Background: an optimization exercise with open tools, aiming at small area and a short achievable clock period. Do not read the settings as production practice. RTL that was checked went through simulation tests only; none was proved equivalent to the original. Function not checked in run 1: the RTL went through the layout flow alone. No activity file was given, so power comes from the tool's default toggle rates.

File: flow/config.mk
export PLATFORM = sky130hd
export DESIGN_NAME = system
export DESIGN_NICKNAME = system
export VERILOG_FILES = /design/flow/design.v
export SDC_FILE = /design/flow/constraint.sdc
export NUM_CORES = 4
export LEC_CHECK = 0
export CAP_MARGIN = 20
export CORE_MARGIN = 2
export CORE_UTILIZATION = 30
export PLACE_DENSITY = 0.4
export SETUP_SLACK_MARGIN = 0.3
export SLEW_MARGIN = 20
File: flow/constraint.sdc
create_clock -name core_clock -period 10.0 [get_ports {clk}]
set_input_delay 2.0000 -clock core_clock [delete_from_list [all_inputs] [get_ports {clk}]]
set_output_delay 2.0000 -clock core_clock [all_outputs]
set_load 0.01 [all_outputs]
File: flow/design.v
module control(op, reg_write, r_type, mem_read, mem_write, branch, jump);
	input [5:0] op;
	output reg_write, r_type, mem_read, mem_write, branch, jump;
	wire is_r  = (op == 6'd0);
	assign mem_read  = (op == 6'd35);
	assign mem_write = (op == 6'd43);
	assign reg_write = is_r | mem_read;
	assign r_type    = ~op[5] & ~op[2] & ~op[1];
	assign branch    = op[2];
	assign jump      = op[1] & ~op[0];
endmodule
module alu_control(r_type, funct, sub, logic_op, or_op, slt_op);
	input r_type;
	input [5:0] funct;
	output sub, logic_op, or_op, slt_op;
	assign sub      = r_type & funct[1];
	assign logic_op = r_type & funct[2];
	assign or_op    = funct[0];
	assign slt_op   = r_type & funct[3];
endmodule
module program_counter(clk, rst, next_pc, pc);
	input clk, rst;
	input [29:0] next_pc;
	output [29:0] pc;
	reg [29:0] pc;
	always @(posedge clk or posedge rst)
		if (rst) pc <= 30'd0;
		else pc <= next_pc;
endmodule
module reg_file(clk, rst, reg_write,
                read_addr_1, read_addr_2, write_addr, write_data,
                read_data_1, read_data_2);
	input clk, rst, reg_write;
	input [4:0] read_addr_1, read_addr_2, write_addr;
	input [31:0] write_data;
	output [31:0] read_data_1, read_data_2;
	reg [31:1] valid;
	wire [31:0] q [1:31];
	wire [31:1] sel1, sel2;
	genvar i;
	generate
		for (i = 1; i < 32; i = i + 1) begin : r
			reg [31:0] data;
			wire we = reg_write & (write_addr == i);
			always @(posedge clk)
				if (we) data <= write_data;
			always @(posedge clk or posedge rst)
				if (rst) valid[i] <= 1'b0;
				else if (we) valid[i] <= 1'b1;
			assign q[i] = data;
			assign sel1[i] = valid[i] & (read_addr_1 == i);
			assign sel2[i] = valid[i] & (read_addr_2 == i);
		end
	endgenerate
	reg [31:0] rd1, rd2;
	integer k;
	always @(*) begin
		rd1 = 32'd0;
		rd2 = 32'd0;
		for (k = 1; k < 32; k = k + 1) begin
			rd1 = rd1 | ({32{sel1[k]}} & q[k]);
			rd2 = rd2 | ({32{sel2[k]}} & q[k]);
		end
	end
	assign read_data_1 = rd1;
	assign read_data_2 = rd2;
endmodule
module alu_32bit(in1, in2, sub, logic_op, or_op, slt_op, alu_result);
	input [31:0] in1, in2;
	input sub, logic_op, or_op, slt_op;
	output [31:0] alu_result;
	wire [31:0] b = in2 ^ {32{sub}};
	wire [32:0] s = {in1, 1'b1} + {b, sub};
	wire [31:0] sum = s[32:1];
	wire lt = (in1[31] ^ in2[31]) ? in1[31] : sum[31];
	wire [31:0] lg = or_op ? (in1 | in2) : (in1 & in2);
	assign alu_result = logic_op ? lg : slt_op ? {31'd0, lt} : sum;
endmodule
module adder_32bit(in1, in2, sum);
	input [29:0] in1, in2;
	output [29:0] sum;
	assign sum = in1 + in2;
endmodule
module sign_extend(in, out);
	input [15:0] in;
	output [31:0] out;
	assign out = {{16{in[15]}}, in};
endmodule
module system(clk, rst,
              instruction, data_mem_out,
              mem_read, mem_write,
              alu_out, reg_file_out_2, pc);
	input clk, rst;
	input [31:0] instruction, data_mem_out;
	output mem_read, mem_write;
	output [31:0] alu_out, reg_file_out_2, pc;
	wire [5:0] op        = instruction[31:26];
	wire [4:0] rs        = instruction[25:21];
	wire [4:0] rt        = instruction[20:16];
	wire [4:0] rd        = instruction[15:11];
	wire [5:0] funct     = instruction[5:0];
	wire [15:0] immediate = instruction[15:0];
	wire [25:0] address  = instruction[25:0];
	wire reg_write, r_type, branch, jump;
	wire sub, logic_op, or_op, slt_op;
	wire [31:0] reg_file_out_1;
	wire [31:0] sign_extend_out;
	wire [29:0] pc_w, pc_add_4, branch_target, next_pc;
	control C(.op(op), .reg_write(reg_write), .r_type(r_type),
	          .mem_read(mem_read), .mem_write(mem_write),
	          .branch(branch), .jump(jump));
	alu_control ALU_C(.r_type(r_type), .funct(funct), .sub(sub),
	                  .logic_op(logic_op), .or_op(or_op), .slt_op(slt_op));
	program_counter PC(.clk(clk), .rst(rst), .next_pc(next_pc), .pc(pc_w));
	reg_file RF(.clk(clk), .rst(rst), .reg_write(reg_write),
	            .read_addr_1(rs), .read_addr_2(rt),
	            .write_addr(r_type ? rd : rt),
	            .write_data(mem_read ? data_mem_out : alu_out),
	            .read_data_1(reg_file_out_1), .read_data_2(reg_file_out_2));
	sign_extend SE(.in(immediate), .out(sign_extend_out));
	alu_32bit ALU(.in1(reg_file_out_1),
	              .in2(r_type ? reg_file_out_2 : sign_extend_out),
	              .sub(sub), .logic_op(logic_op), .or_op(or_op), .slt_op(slt_op),
	              .alu_result(alu_out));
	adder_32bit ADD1(.in1(pc_w), .in2(30'd1), .sum(pc_add_4));
	adder_32bit ADD2(.in1(pc_add_4), .in2(sign_extend_out[29:0]), .sum(branch_target));
	wire beq_taken = branch & (reg_file_out_1 == reg_file_out_2);
	assign next_pc = jump ? {pc_add_4[29:26], address} :
	                 beq_taken ? branch_target : pc_add_4;
	assign pc = {pc_w, 2'b00};
endmodule
File: flow/run.sh
#!/bin/bash
# synth_recipe.tcl (not shown) runs the flow's synth.tcl, then flattens the netlist and writes it again
# the make line also repeats each setting of config.mk as NAME=value (left out here)
make -C /OpenROAD-flow-scripts/flow DESIGN_CONFIG=/design/flow/config.mk WORK_HOME=/design/flow/orfs CLKGATE_MAP_FILE= SYNTH_SCRIPT=/design/flow/synth_recipe.tcl finish
==> results of run 1 <==
[kinds of logic (layout without fill, tap and decap cells)]
kind of cell | after synthesis | after routing
simple gates | 1667 | 1667
flops | 1053 | 1053
compound gates | 897 | 897
buf+inv | 414 | 1112
xor+xnor | 139 | 139
fa+ha+maj | 95 | 95
mux | 55 | 55
other cells | 1 | 28
[registers in the layout, indices dropped and copies added, names as in the netlist]
name / cells
RF.r.data: 992
PC.pc: 30
RF.valid: 31
[how the worst min path moves through the flow]
stage	to	slack, ns	cells after the start
2_1_floorplan	RF.valid[1]	0.44	2
6_report	RF.valid[1]	0.51	2
5_1_grt	RF.valid[28]	0.56	1
3_3_place_gp	RF.valid[1]	0.49	2
3_5_place_dp	RF.valid[1]	0.50	2
4_1_cts	RF.valid[1]	0.51	2
[layer usage]
layer | GRT usage | vias to the layer above
met5 | 0 | -
met2 | 0.5829 | 4850
li1 | - | 18690
met1 | 0.5124 | 25780
met4 | 0.2297 | 12
met3 | 0.1234 | 1263
[cell usage after synthesis (25+ instances only)]
| cell type | instances | share of area |
|---|---|---|
| sky130_fd_sc_hd__edfxtp_1 | 992 | 0.57 |
| sky130_fd_sc_hd__nand3_1 | 659 | 0.063 |
| sky130_fd_sc_hd__a22oi_1 | 384 | 0.055 |
| sky130_fd_sc_hd__clkbuf_1 | 285 | 0.020 |
| sky130_fd_sc_hd__and3_1 | 245 | 0.029 |
| sky130_fd_sc_hd__nand4_1 | 199 | 0.024 |
| sky130_fd_sc_hd__a222oi_1 | 116 | 0.022 |
| sky130_fd_sc_hd__nor2_1 | 116 | 0.0083 |
| sky130_fd_sc_hd__nand2_1 | 113 | 0.0081 |
| sky130_fd_sc_hd__o21ai_0 | 94 | 0.0090 |
| sky130_fd_sc_hd__a21oi_1 | 82 | 0.0078 |
| sky130_fd_sc_hd__xnor2_1 | 81 | 0.014 |
| sky130_fd_sc_hd__ha_1 | 63 | 0.015 |
| sky130_fd_sc_hd__a2111oi_0 | 61 | 0.010 |
| sky130_fd_sc_hd__dfrtp_1 | 61 | 0.029 |
| sky130_fd_sc_hd__xor2_1 | 58 | 0.0097 |
| sky130_fd_sc_hd__nor4bb_1 | 54 | 0.010 |
| sky130_fd_sc_hd__buf_2 | 47 | 0.0045 |
| sky130_fd_sc_hd__and2_1 | 45 | 0.0054 |
| sky130_fd_sc_hd__inv_1 | 33 | 0.0024 |
| sky130_fd_sc_hd__or4_1 | 32 | 0.0046 |
| sky130_fd_sc_hd__maj3_1 | 31 | 0.0059 |
| sky130_fd_sc_hd__or2_2 | 31 | 0.0037 |
| sky130_fd_sc_hd__and3b_1 | 28 | 0.0047 |
| sky130_fd_sc_hd__a21o_1 | 27 | 0.0039 |
| sky130_fd_sc_hd__mux2_2 | 25 | 0.0054 |
| sky130_fd_sc_hd__mux2i_1 | 25 | 0.0048 |
[critical path, cell delays in order]
cell	delay, ns
sky130_fd_sc_hd__clkdlybuf4s50_1	0.40
sky130_fd_sc_hd__buf_4	0.20
sky130_fd_sc_hd__buf_4	0.20
sky130_fd_sc_hd__and3b_4	0.19
sky130_fd_sc_hd__and3_2	0.49
sky130_fd_sc_hd__buf_4	0.37
sky130_fd_sc_hd__a222oi_1	0.48
sky130_fd_sc_hd__nor4bb_2	0.41
sky130_fd_sc_hd__nand3_1	0.23
sky130_fd_sc_hd__buf_4	0.28
sky130_fd_sc_hd__ha_1	0.42
sky130_fd_sc_hd__nand4_1	0.20
sky130_fd_sc_hd__buf_4	0.20
sky130_fd_sc_hd__o21a_1	0.17
sky130_fd_sc_hd__o21ai_0	0.19
sky130_fd_sc_hd__a31oi_2	0.17
sky130_fd_sc_hd__o21ai_2	0.11
sky130_fd_sc_hd__xnor2_1	0.10
sky130_fd_sc_hd__a211o_1	0.31
sky130_fd_sc_hd__nand2_1	0.06
sky130_fd_sc_hd__clkdlybuf4s50_1	0.54
[power by group]
group	leakage [µW]	switching (µW)	internal (µW)	total, µW
Sequential	0.00970	73.4	4980	5050
Clock	0.00201	2060	2720	4780
Combinational	0.0126	1020	602	1620
[cell type report]
| cell class | count | area, µm² |
|---|---|---|
| Sequential cell | 1053 | 31320 |
| Tap cell | 2325 | 2909 |
| Inverter | 33 | 123.9 |
| Fill cell | 16780 | 106800 |
| Multi-Input combinational cell | 2855 | 20360 |
| Clock buffer | 135 | 3122 |
| Clock inverter | 92 | 1041 |
| Antenna cell | 26 | 65.06 |
| Timing Repair Buffer | 852 | 7918 |
[repair_timing]
action                     CTS  global route
buffers inserted             6            12
resized for setup          110            73
pin swaps                   18            34
setup endpoints to repair   25            23
cloned                       1             0
[metrics by stage]
step	power, µW	utilization
2_1_floorplan	5929	-
3_3_place_gp	6709	0.3546
3_5_place_dp	6707	0.3562
4_1_cts	11420	0.3824
5_1_grt	11710	0.3847
6_report	11460	0.3850
==> parameters.txt, run 1 <==
Parameter                              Value

Placed design
  Placement Setup Slack    -0.4885 ns
  Port Buf Inserts    161
  Number of placed cells counting well taps    7,099
  Detailed Place HPWL    246,200 µm
  Routability congestion estimate    1.002
  Post-DP Area    61,840 µm²

Worst setup path
  Worst Reg-to-Reg Cells    25
  Startpoint class of the critical path    input pin
  RR Startpoint    RF.valid[4]
  Critical path capture point    alu_out[0]
  Endpoint type of the worst setup path    primary output
  R2R Setup Slk    3.33 ns
  Classification of the worst setup path    in -> out
  CP startpoint    instruction[23]
  Critical-path maximum fanout    12
  Data required time of the worst path    8.00 ns
  CP arrival    7.76 ns
  Critical register-to-register path endpoint    RF.r[6].data[29]

Detailed routing
  Total number of vias    50,600
  Detailed-routed wire length on met3    48,120 µm
  Iteration count of the initial detailed-routing pass    12
  Uppermost metal layer occupied by signal nets    met5
  Number of remaining DRC errors    0
  Detailed-route vias per instance    6.865
  Detailed-route wire length    363,800 µm
  Number of DRC violations after detailed-routing iteration 0    9,657
  Total met2 wirelength after detailed routing    152,900 µm
  Average wire per standard cell    49.36 µm
  Routed metal-1 wire length    136,400 µm
  Antenna Nets Post-Route    0

GRT
  Maximum number of pins on one net before global-route repair    62
  First-pass GRT wire length    468,800 µm
  Number of antenna violations at the first check in global routing    33
  Overall Global Routing Usage    0.3961
  Via count of the first global-routing pass    46,880
  Sum of overflow across all layers after global routing    0

Finish
  Commonest non-fill, non-tap cell in the layout    sky130_fd_sc_hd__edfxtp_1
  Share of cells above drive strength 1    0.2380
  Area delta synth->final    27.80%
  Cell area after layout    66,850 µm²
  Final-stage net count    5,046
  Final Instance Count excl. Fillers    7,371
  Commonest cells after routing, fill and taps aside    sky130_fd_sc_hd__edfxtp_1, sky130_fd_sc_hd__nand3_1, sky130_fd_sc_hd__buf_4

Clocking
  Maximum root-to-sink buffer count    3
  Clock Tree Root    sky130_fd_sc_hd__clkbuf_16
  Clock transition at path regs    0.06 ns
  TritonCTS sink count    1,053
  Clock latency on the worst-skew pair    0.79 ns
  Hold buffers post-CTS    0
  Number of buffers added by the clock tree synthesis step    121
  TritonCTS clock tree    done
  CTS H-Tree Depth    3

STA
  Period Utilization, post-route    0.9762
  Worst clock skew    0.03556 ns
  Min Tclk post-route    9.762 ns
  WHS    0.5139 ns
  Setup-violating endpoint count in the final report    0
  Maximum clock frequency    102.4 MHz
  Endpoints failing hold    0
  Actual transition at the worst max-transition pin    1.236 ns
  Worst-case setup margin in the final layout    0.2384 ns
  Accumulated negative setup slack    0 ns
  Max-slew violation count    0
  Unrepaired setup endpoints after global routing    true
  Worst slew slack as a fraction of its limit    0.1761

Yosys
  Count of flip-flops with a built-in enable after synthesis    992
  Synth Area in Simple Gates    0.1805
  Xor and xnor area share after synthesis    0.02327
  Number of synthesized register bits    1,053
  Dominant combinational cell family by area after synthesis    simple AND/OR/NAND/NOR gates
  Share of async-settable or async-resettable flops after synthesis    0.05793
  Most frequently used flop master after synthesis    sky130_fd_sc_hd__edfxtp_1
  Yosys warning total    2
  Part of the Yosys area used for sequential elements    0.5986
  Post-synthesis cell area    52,310 µm²
  Average footprint of a synthesized cell    12.11 µm²
  Proportion of synthesized area in mux cells    0.01167
  Gate count of the mapped netlist    4,321
  Area fraction in compound gates after synthesis    0.1305
  Fraction of the mapped netlist area in adder cells    0.02138
  Synth unique cells    84

Status
  Run status  no timing/DRC/antenna violations

Floorplan
  Die Area    177,700 µm²
  Die width    421.6 µm
  Overall die height    421.6 µm
  Boundary pin count    164
  Starting density of the core    0.3013
  Area of the core    173,600 µm²
  Rows    153

Power
  Pwr/cell area    171.4 nW/µm²
  Maximum VDD drop    178.4 µV
  Leakage power    0.02434 µW

Min path
  Class of the tightest hold or removal check    reg -> reg
  Startpoint of the worst hold path    RF.valid[1]

Run
  Max_cap viols    0
==> run 2, diff against run 1 <==
--- a/flow/design.v
+++ b/flow/design.v
@@ -37,13 +37,18 @@
 	reg [31:1] valid;
 	wire [31:0] q [1:31];
 	wire [31:1] sel1, sel2;
-	genvar i;
+	genvar i, b;
 	generate
 		for (i = 1; i < 32; i = i + 1) begin : r
 			reg [31:0] data;
+			wire [31:0] next;
 			wire we = reg_write & (write_addr == i);
+			wire wen = ~we;
+			for (b = 0; b < 32; b = b + 1) begin : h
+				rf_hold H(.we(we), .wen(wen), .wd(write_data[b]), .q(data[b]), .d(next[b]));
+			end
 			always @(posedge clk)
-				if (we) data <= write_data;
+				data <= next;
 			always @(posedge clk or posedge rst)
 				if (rst) valid[i] <= 1'b0;
 				else if (we) valid[i] <= 1'b1;
@@ -51,19 +56,63 @@
 			assign sel1[i] = valid[i] & (read_addr_1 == i);
 			assign sel2[i] = valid[i] & (read_addr_2 == i);
 		end
+		for (b = 0; b < 32; b = b + 1) begin : m
+			wire [31:1] d;
+			for (i = 1; i < 32; i = i + 1) begin : c
+				assign d[i] = q[i][b];
+			end
+			rf_read_bit P1(.sel(sel1), .d(d), .y(read_data_1[b]));
+			rf_read_bit P2(.sel(sel2), .d(d), .y(read_data_2[b]));
+		end
 	endgenerate
-	reg [31:0] rd1, rd2;
-	integer k;
-	always @(*) begin
-		rd1 = 32'd0;
-		rd2 = 32'd0;
-		for (k = 1; k < 32; k = k + 1) begin
-			rd1 = rd1 | ({32{sel1[k]}} & q[k]);
-			rd2 = rd2 | ({32{sel2[k]}} & q[k]);
+endmodule
+module rf_hold(we, wen, wd, q, d);
+	input we, wen, wd, q;
+	output d;
+	assign d = (we & wd) | (wen & q);
+endmodule
+module rf_read_bit(sel, d, y);
+	input [31:1] sel, d;
+	output y;
+	wire [10:0] n;
+	genvar j;
+	generate
+		for (j = 0; j < 10; j = j + 1) begin : g
+			rf_aoi222 A(.a1(sel[3*j+1]), .a2(d[3*j+1]), .b1(sel[3*j+2]), .b2(d[3*j+2]),
+			            .c1(sel[3*j+3]), .c2(d[3*j+3]), .y(n[j]));
 		end
-	end
-	assign read_data_1 = rd1;
-	assign read_data_2 = rd2;
+	endgenerate
+	rf_nand2 N0(.a(sel[31]), .b(d[31]), .y(n[10]));
+	wire [2:0] o;
+	rf_nand4 N1(.a(n[0]), .b(n[1]), .c(n[2]), .d(n[3]), .y(o[0]));
+	rf_nand4 N2(.a(n[4]), .b(n[5]), .c(n[6]), .d(n[7]), .y(o[1]));
+	rf_nand3 N3(.a(n[8]), .b(n[9]), .c(n[10]), .y(o[2]));
+	rf_or3 O(.a(o[0]), .b(o[1]), .c(o[2]), .y(y));
+endmodule
+module rf_aoi222(a1, a2, b1, b2, c1, c2, y);
+	input a1, a2, b1, b2, c1, c2;
+	output y;
+	assign y = ~((a1 & a2) | (b1 & b2) | (c1 & c2));
+endmodule
+module rf_nand2(a, b, y);
+	input a, b;
+	output y;
+	assign y = ~(a & b);
+endmodule
+module rf_nand3(a, b, c, y);
+	input a, b, c;
+	output y;
+	assign y = ~(a & b & c);
+endmodule
+module rf_nand4(a, b, c, d, y);
+	input a, b, c, d;
+	output y;
+	assign y = ~(a & b & c & d);
+endmodule
+module rf_or3(a, b, c, y);
+	input a, b, c;
+	output y;
+	assign y = a | b | c;
 endmodule
 module alu_32bit(in1, in2, sub, logic_op, or_op, slt_op, alu_result);
 	input [31:0] in1, in2;
@@ -117,12 +166,12 @@
 	            .write_addr(r_type ? rd : rt),
 	            .write_data(mem_read ? data_mem_out : alu_out),
 	            .read_data_1(reg_file_out_1), .read_data_2(reg_file_out_2));
-	sign_extend SE(.in(immediate), .out(sign_extend_out));
+	assign sign_extend_out = {{16{immediate[15]}}, immediate};
 	alu_32bit ALU(.in1(reg_file_out_1),
 	              .in2(r_type ? reg_file_out_2 : sign_extend_out),
 	              .sub(sub), .logic_op(logic_op), .or_op(or_op), .slt_op(slt_op),
 	              .alu_result(alu_out));
-	adder_32bit ADD1(.in1(pc_w), .in2(30'd1), .sum(pc_add_4));
+	assign pc_add_4 = pc_w + 30'd1;
 	adder_32bit ADD2(.in1(pc_add_4), .in2(sign_extend_out[29:0]), .sum(branch_target));
 	wire beq_taken = branch & (reg_file_out_1 == reg_file_out_2);
 	assign next_pc = jump ? {pc_add_4[29:26], address} :
--- a/flow/config.mk
+++ b/flow/config.mk
@@ -7,7 +7,9 @@
 export LEC_CHECK = 0
 export CAP_MARGIN = 20
 export CORE_MARGIN = 2
-export CORE_UTILIZATION = 30
-export PLACE_DENSITY = 0.4
-export SETUP_SLACK_MARGIN = 0.3
+export CORE_UTILIZATION = 55
+export CTS_BUF_LIST = sky130_fd_sc_hd__clkbuf_4 sky130_fd_sc_hd__clkbuf_8
+export PLACE_DENSITY = 0.65
+export SETUP_SLACK_MARGIN = 2.5
 export SLEW_MARGIN = 20
+export SYNTH_HIERARCHICAL = 1
==> parameters.txt, run 2 <==
Parameter                              Value

Worst setup path
  Critical register-to-register path endpoint    RF.r[27].data[21]
  Startpoint class of the critical path    input pin
  Classification of the worst setup path    in -> out
  Critical-path maximum fanout    23 (+11)
  CP arrival    6.88 ns (-0.88 ns)
  RR Startpoint    RF.valid[16]
  R2R Setup Slk    3.84 ns (+0.51 ns)
  Worst Reg-to-Reg Cells    19 (-24%)
  Data required time of the worst path    8.00 ns (about the same)
  Endpoint type of the worst setup path    primary output

STA
  Accumulated negative setup slack    0 ns (unchanged)
  Actual transition at the worst max-transition pin    1.310 ns (+0.07405 ns)
  Min Tclk post-route    8.881 ns (-0.8802 ns)
  Max-slew violation count    0 (unchanged)
  Maximum clock frequency    112.6 MHz (+9.9%)
  Endpoints failing hold    0 (unchanged)
  Worst clock skew    0.06262 ns (+0.02706 ns)
  Period Utilization, post-route    0.8881 (-0.08802)
  Setup-violating endpoint count in the final report    0 (unchanged)
  Worst slew slack as a fraction of its limit    0.1247 (-0.05144)
  Unrepaired setup endpoints after global routing    true

Yosys
  Part of the Yosys area used for sequential elements    0.4578 (-0.1408)
  Post-synthesis cell area    46,710 µm² (-11%)
  Yosys warning total    8 (+6)
  Average footprint of a synthesized cell    11.08 µm² (-8.5%)
  Cell types with the largest area share after synthesis    sky130_fd_sc_hd__dfxtp_1, sky130_fd_sc_hd__a22o_1, sky130_fd_sc_hd__a222oi_1
  Cell accounting for the most synthesized area    sky130_fd_sc_hd__dfxtp_1
  Count of flip-flops with a built-in enable after synthesis    0 (-100%)
  Top cells by instance count after synthesis    sky130_fd_sc_hd__a22o_1, sky130_fd_sc_hd__dfxtp_1, sky130_fd_sc_hd__a222oi_1
  Number of synthesized register bits    1,053 (unchanged)
  Gate count of the mapped netlist    4,215 (-2.5%)
  Share of the synthesized area in the top cell type    0.4251 (-0.1443)
  Share of async-settable or async-resettable flops after synthesis    0.05793 (unchanged)
  Synth unique cells    110 (+31%)
  Most frequently used flop master after synthesis    sky130_fd_sc_hd__dfxtp_1

Min path
  Startpoint of the worst hold path    RF.r[12].data[19]
  Hold Path Stages    1 (-1)
  Hold Path Sink    RF.r[12].data[19]
  Class of the tightest hold or removal check    reg -> reg

Finish
  Commonest cells after routing, fill and taps aside    sky130_fd_sc_hd__dfxtp_1, sky130_fd_sc_hd__a22o_1, sky130_fd_sc_hd__a222oi_1
  Cell area after layout    58,200 µm² (-13%)
  Register with the highest flop count    RF.r.data
  Layout fillers    6,370 (-62%)
  Post-layout utilization of the core    0.6944 (+0.3094)
  Share of cells above drive strength 1    0.2139 (-0.02414)
  Regs by FF count    RF.r.data x992, RF.valid x31, PC.pc x30
  FF+latch area    21,390 µm² (-32%)
  Final-stage net count    4,936 (-2.2%)
  Area delta synth->final    24.59%
  Multi-input combinational cell area    26,830 µm² (+32%)
  Largest register FFs    992 (unchanged)

Clocking
  Clock Tree Root    sky130_fd_sc_hd__clkbuf_8
  Number of buffers added by the clock tree synthesis step    168 (+39%)
  Clock transition at path regs    0.06 ns (about the same)
  TritonCTS sink count    1,053 (unchanged)
  Clock latency on the worst-skew pair    0.95 ns (+0.16 ns)
  Hold buffers post-CTS    0 (unchanged)
  TritonCTS clock tree    done
  Maximum root-to-sink buffer count    3 (unchanged)
  CTS H-Tree Depth    4 (+1)

Power
  Switching power    3146 µW (-0.14%)
  Pint    7412 µW (-11%)
  Pwr/cell area    181.4 nW/µm² (+5.9%)
  Leakage power    0.02251 µW (-7.5%)
  Part of the power in combinational logic    0.170 (+0.029)
  Net switching share of the total power    0.2980 (+0.02296)
  Clock share of power    0.395 (-0.023)
  Share of total power in sequential cells    0.434 (-0.007)
  Maximum VDD drop    150.5 µV (-16%)

Detailed routing
  Number of remaining DRC errors    0 (unchanged)
  Iteration count of the initial detailed-routing pass    17 (+5)
  Antenna Nets Post-Route    0 (unchanged)
  Number of DRC violations after detailed-routing iteration 0    12,480 (+29%)
  Detailed-route wire length    230,800 µm (-37%)
  Total met2 wirelength after detailed routing    87,080 µm (-43%)
  Average wire per standard cell    37.89 µm (-23%)
  Detailed-routed wire length on met3    41,340 µm (-14%)
  Total number of vias    50,090 (-1.0%)
  Routed metal-1 wire length    81,620 µm (-40%)
  Uppermost metal layer occupied by signal nets    met5
  Detailed-route vias per instance    8.222 (+20%)

GRT
  Sum of overflow across all layers after global routing    0 (unchanged)
  Via count of the first global-routing pass    45,440 (-3.1%)
  Number of antenna violations at the first check in global routing    26 (-21%)
  Maximum number of pins on one net before global-route repair    52 (-16%)
  Overall Global Routing Usage    0.5065 (+0.1104)
  First-pass GRT wire length    323,800 µm (-31%)

Floorplan
  Starting density of the core    0.5573 (+0.2560)
  Rows    106 (-31%)
  Boundary pin count    164 (unchanged)
  Die width    295.4 µm (-30%)
  Die Area    87,280 µm² (-51%)
  Area of the core    83,820 µm² (-52%)
  Overall die height    295.4 µm (-30%)

Placed design
  Detailed Place HPWL    133,700 µm (-46%)
  Routability congestion estimate    0.9924 (-1.0%)
  Port Buf Inserts    161 (unchanged)
  Post-DP Area    51,210 µm² (-17%)

Run
  Max_cap viols    0 (unchanged)

Status
  Run status  no timing/DRC/antenna violations
[run 2: worst max path at each step]
stage               cells after the start       startpoint     endpoint
floorplan                              15  instruction[17]  alu_out[29]
global placement                       18  instruction[19]  alu_out[29]
detailed placement                     20  instruction[16]  alu_out[29]
CTS                                    18  instruction[20]  alu_out[29]
global route                           19  instruction[17]  alu_out[21]
finish                                 18  instruction[22]  alu_out[21]
[run 2: cell families (layout without fill, tap and decap cells)]
group                      after synthesis  count (layout)  synth area share
buffers and inverters                  106             797           0.01053
adders and majority gates               83              83           0.02153
xor gates and xnor gates               139             139           0.02606
DFF                                   1053            1053            0.4578
other                                    1              28        0.00008027
and+or+nand+nor                        801             826           0.09361
AOI/OAI and AO/OA                     1946            1946            0.3703
muxes                                   86              86           0.02011
[run 2: Yosys stat by module, one instance, submodules excluded, excerpt]
| module | times used | flip-flops and latches |
|---|---|---|
| adder_32bit | 1 | 0 |
| rf_aoi222 | 640 | 0 |
| rf_nand2 | 64 | 0 |
| reg_file | 1 | 1023 |
| alu_control | 1 | 0 |
| rf_hold | 992 | 0 |
| control | 1 | 0 |
| system | 1 | 0 |
[run 2: routing by layer]
metal	global-route usage	up-vias
met5	0.01220	-
met4	0.3564	16
met3	0.2197	1202
met2	0.6644	5104
met1	0.6578	23900
li1	-	19860
[run 2: power groups by stage]
stage	Combinational (µW)	Sequential (µW)	Clock [µW]
after floorplan	1100	4640	0
after global placement	1650	4650	0
after detailed placement	1660	4650	0
after CTS	1730	4580	4120
after global routing	1910	4600	4310
final	1800	4590	4170
[run 2: repair_timing]
item / 4_1_cts / 5_1_grt
pin swaps: 215 / 61
setup endpoints to repair: 45 / 32
buffers inserted: 100 / 41
gates resized for setup: 407 / 78
cloned: 31 / 2
[run 2: layout make-up]
| type | count | share of cell area |
|---|---|---|
| tap | 1134 | 0.02438 |
| timing repair buffer | 471 | 0.08027 |
| sequential | 1053 | 0.3674 |
| antenna | 26 | 0.001118 |
| clock buffer | 258 | 0.05542 |
| clock inverter | 41 | 0.008706 |
| inverter | 27 | 0.001741 |
| multi-input combinational | 3082 | 0.4609 |
[run 2: stage by stage]
stage          hold WS (ns)  cells  power (µW)  setup slack, ns
2_1_floorplan        0.4420   4216        5740            2.445
3_3_place_gp         0.4615   5582        6298           0.2412
3_5_place_dp         0.4687   5582        6315           0.1731
4_1_cts              0.4930   6012       10430            1.499
5_1_grt              0.5094   6076       10820            1.157
6_report             0.4989   6092       10560            1.119
[run 2: worst max-delay path, cell delays in order]
cell and delay [ns]:
sky130_fd_sc_hd__clkdlybuf4s15_2 0.30, sky130_fd_sc_hd__buf_4 0.20, sky130_fd_sc_hd__and3b_1 0.28, sky130_fd_sc_hd__and3_4 0.29
sky130_fd_sc_hd__buf_6 0.22, sky130_fd_sc_hd__a222oi_1 0.34, sky130_fd_sc_hd__nand4_1 0.32, sky130_fd_sc_hd__or3_1 0.56
sky130_fd_sc_hd__ha_1 0.42, sky130_fd_sc_hd__nand4_1 0.17, sky130_fd_sc_hd__o211ai_4 0.32, sky130_fd_sc_hd__o2111ai_4 0.19
sky130_fd_sc_hd__a211oi_4 0.39, sky130_fd_sc_hd__buf_6 0.17, sky130_fd_sc_hd__buf_6 0.10, sky130_fd_sc_hd__nor3_4 0.04
sky130_fd_sc_hd__o32ai_4 0.34, sky130_fd_sc_hd__buf_2 0.20

==> port drivers added, routing unchanged <==
No port has a modelled driver above. Below, the same layouts with a new extraction and two added sets of constraints.
Step 1 sets driving cells, clkbuf_16 on the clock port and buf_2 on the other inputs (assumed; they add their load-dependent delay and slew).
Step 2 moves the port delays by t, midway between the first and last clock arrival at a register: inputs arrive t later, outputs are due t later. That takes back most of the time a late clock gives input paths.
a / b / c = no drivers / after step 1 / after step 2; a / b = the first two.
run | t, ns | setup WS [ns] | worst setup path at the end
run 1 | 0.876 | 0.238 / 0.191 / 0.191 | input to output
run 2 | 0.995 | 1.119 / 1.005 / 1.005 | input to output
After both steps every run listed still meets setup and hold. The setup slack of run 2, which loses most, moves by -0.114 ns with the drivers and by -0.114 ns with both steps.
